Source: an optimization exercise on an open RTL-to-GDS flow (aim: small area, a short achievable clock period and few clock cycles per item). Production flows keep margins and buffers that such runs may drop. The RTL was checked by simulation tests, not by an equivalence proof against the original design.

Setup of run 1:
Design cc_block, start of the top module:
module cc_block (
	input					i_clk, i_rstn,
	input					i_start,
	input			[255:0]	i_key,
	input			[95:0]	i_non,
	input			[31:0]	i_cnt,
	output	wire	[511:0]	o_stream,
	output	wire			o_done
);
	localparam [127:0] SIGMA = {32'h6b206574, 32'h79622d32, 32'h3320646e, 32'h61707865};
	wire	[511:0]	w_init = {i_non, i_cnt, i_key, SIGMA};
	reg		[511:0]	r_x;		 
	reg				r_busy;
	reg		[5:0]	r_step;
	reg				r_done;
	wire			w_h = r_step[0];	 
	function automatic integer perm;
		input integer r, j;
		case (r)
			0: perm = (4 - j) % 4;
			1: perm = (5 - j) % 4;
			2: perm = (6 - j) % 4;
			default: perm = (7 - j) % 4;
		endcase
	endfunction
	function automatic [31:0] add_ks;
		input [31:0] x, y;
		reg [31:0] p, g, gg, pp, gn, pn;
		integer i, k;
		begin
			p = x ^ y; g = x & y; gg = g; pp = p;
			for (k = 1; k < 32; k = k * 2) begin
				gn = gg; pn = pp;
				for (i = k; i < 32; i = i + 1) begin
					gn[i] = gg[i] | (pp[i] & gg[i-k]);
					pn[i] = pp[i] & pp[i-k];
				end
				gg = gn; pp = pn;
			end
			add_ks = p ^ {gg[30:0], 1'b0};
		end
	endfunction
	wire	[511:0]	w_nx;
	genvar gj, gr;
	generate
		for (gj = 0; gj < 4; gj = gj + 1) begin : g_col
			wire [31:0] a = r_x[32*gj +: 32];
			wire [31:0] b = r_x[32*(4+gj) +: 32];
			wire [31:0] c = r_x[32*(8+gj) +: 32];
  ...
==> flow/config.mk <==
export PLATFORM = sky130hd
export DESIGN_NAME = cc_block
export DESIGN_NICKNAME = cc_block
export VERILOG_FILES = /design/flow/design.v
export SDC_FILE = /design/flow/constraint.sdc
export NUM_CORES = 8
export LEC_CHECK = 0
export ABC_AREA = 1
export CAP_MARGIN = 20
export CORE_MARGIN = 2
export CORE_UTILIZATION = 48
export SETUP_SLACK_MARGIN = 0.8
export SLEW_MARGIN = 20
==> flow/constraint.sdc <==
create_clock -name core_clock -period 5.5 [get_ports {i_clk}]
set_input_delay 1.1000 -clock core_clock [delete_from_list [all_inputs] [get_ports {i_clk}]]
set_output_delay 1.1000 -clock core_clock [all_outputs]
set_load 0.01 [all_outputs]
standard.sh (not shown) runs the stock make flow with config.mk's settings and CLKGATE_MAP_FILE= SYNTH_SCRIPT=/design/flow/synth_recipe.tcl, a recipe that flattens the netlist after the stock synthesis.
==> flow/flow/run.sh <==
#!/bin/bash
# Layout flow: the standard flow (standard.sh) with the input and output
# port buffers made from the library's smallest buffer instead of the delay
# cell the placer picks by default. Every port still gets its own buffer.
set -uo pipefail
cd "$(dirname "${BASH_SOURCE[0]}")/.."
bash standard.sh 'BUFFER_PORTS_ARGS=-buffer_cell sky130_fd_sc_hd__buf_1' finish > flow_standard.log 2>&1
Testbench counts of run 1, summed over its fixed seeds: cycles 7,872, blocks 192.
#### Input delta (run 2 over run 1)
- PLACE_DENSITY newly set to 0.7
- CTS_BUF_LIST newly set to sky130_fd_sc_hd__clkbuf_8
- SETUP_SLACK_MARGIN changed from 0.8 to 0.5
==> comparison <==
Diff run 1 -> run 2 | cell count | decrease of 2.2%
The higher setup slack after placement of run 1 and run 2 is in run 2.
In the tables for run 1 and run 2, average wire per cell in the routed design reads higher with run 1.
For run 3, these inputs were changed with respect to run 2:
- PLACE_DENSITY no longer set, was 0.7
- CTS_BUF_LIST no longer set, was sky130_fd_sc_hd__clkbuf_8
- SETUP_SLACK_MARGIN now 0.25, was 0.5
==> run summary <==
On global-route wire length before repair, the lower figure sits with run 3, not run 2.
Compared with run 2, in run 3 relative area of clock buffers and inverters in the final design moved up, initial DRC count moved down.
diff inputs: run 3 => run 4
- PLACE_DENSITY: unset -> 0.7
- SETUP_SLACK_MARGIN: 0.25 -> 0.5
==> flow/run.sh (new file) <==
#!/bin/bash
# synth_recipe.tcl (not shown) runs the flow's synth.tcl, then flattens the netlist and writes it again
# the make line also repeats each setting of config.mk as NAME=value (left out here)
make -C /OpenROAD-flow-scripts/flow DESIGN_CONFIG=/design/flow/config.mk WORK_HOME=/design/flow/orfs CLKGATE_MAP_FILE= SYNTH_SCRIPT=/design/flow/synth_recipe.tcl finish
removed: flow/flow/run.sh
removed: flow/standard.sh
--- outcome ---
Summary — routed wire length, run 4 relative to run 3: higher, by 4.0%. Run 4 vs. run 3: worst slew margin relative to its limit went down by 2.2 points; final critical path time including I/O delays and setup went down 0.035 ns; final net count grew by 2.1%. Relative to run 3, the wire length on met2 measured on run 4 has increased slightly.
Relative to run 4, the following input files were edited for run 5:
- removing SETUP_SLACK_MARGIN (formerly 0.5)
- changing CORE_UTILIZATION from 48 to 40
- removing PLACE_DENSITY (formerly 0.7)
==> flow/flow/run.sh (new file) <==
#!/bin/bash
# Layout flow: the standard flow (standard.sh) with the input and output
# port buffers made from the library's smallest buffer instead of the delay
# cell the placer picks by default. Every port still gets its own buffer.
set -uo pipefail
cd "$(dirname "${BASH_SOURCE[0]}")/.."
bash standard.sh 'BUFFER_PORTS_ARGS=-buffer_cell sky130_fd_sc_hd__buf_1' finish > flow_standard.log 2>&1
==> flow/standard.sh (new file) <==
#!/bin/bash
# synth_recipe.tcl (not shown) runs the flow's synth.tcl, then flattens the netlist and writes it again
# the make line also repeats each setting of config.mk as NAME=value (left out here)
make -C /OpenROAD-flow-scripts/flow DESIGN_CONFIG=/design/flow/config.mk WORK_HOME=/design/flow/orfs CLKGATE_MAP_FILE= SYNTH_SCRIPT=/design/flow/synth_recipe.tcl "${@:-finish}"
removed: flow/run.sh
### Flow results
Run 5 against run 4; total vias in the final route is down by a few percent.
The final layout from run 5, which completed every stage, passed the timing, design-rule and antenna checks at the end of the flow.
Run 4 ended up with i_key[197] as its start point of the critical path; run 5 ended up with r_x[203].
Non-clock buffering overhead in the final layout, run 5 and run 4: higher on run 4
Run 5 vs. run 4: number of iterations in the first detailed-routing pass moved down, overall routing resource usage moved down.

==> what the ideal ports hide <==
In the flow no input, the clock included, has a driving cell. The finished layouts below were timed again as built, in two steps.
Step 1 assumes that a clkbuf_16 drives the clock port and a buf_2 every other input.
Step 2 times the ports against the registers' clock, not the clock port: input delays grow and output delays shrink by t, the midpoint of the rising clock arrivals with the driver on.
Slacks: no drivers / after step 1 / after step 2; pairs: no drivers / after step 1.
run | shift t [ns] | slack for setup (ns) | worst hold slack (ns) | slew at the worst register clock pin (ns) | worst slew at a driven data input, ns
run 1 | 0.718 | 0.358 / 0.285 / -0.106 | 0.389 / 0.341 / 0.561 | 0.07 / 0.07 | 0.22
run 2 | 0.832 | 0.487 / 0.412 / 0.440 | 0.270 / 0.216 / 0.560 | 0.07 / 0.07 | 0.19
run 3 | 0.713 | 0.324 / 0.293 / 0.322 | 0.392 / 0.345 / 0.574 | 0.07 / 0.07 | 0.21
run 4 | 0.734 | 0.359 / 0.287 / 0.316 | 0.554 / 0.554 / 0.554 | 0.07 / 0.07 | 0.16
run 5 | 0.750 | 0.187 / 0.113 / 0.113 | 0.354 / 0.295 / 0.571 | 0.07 / 0.07 | 0.23
Met with ideal ports but missed after step 2: setup timing in run 1. The setup slack of run 1, which loses most, moves by -0.073 ns with the drivers and by -0.464 ns with both steps.
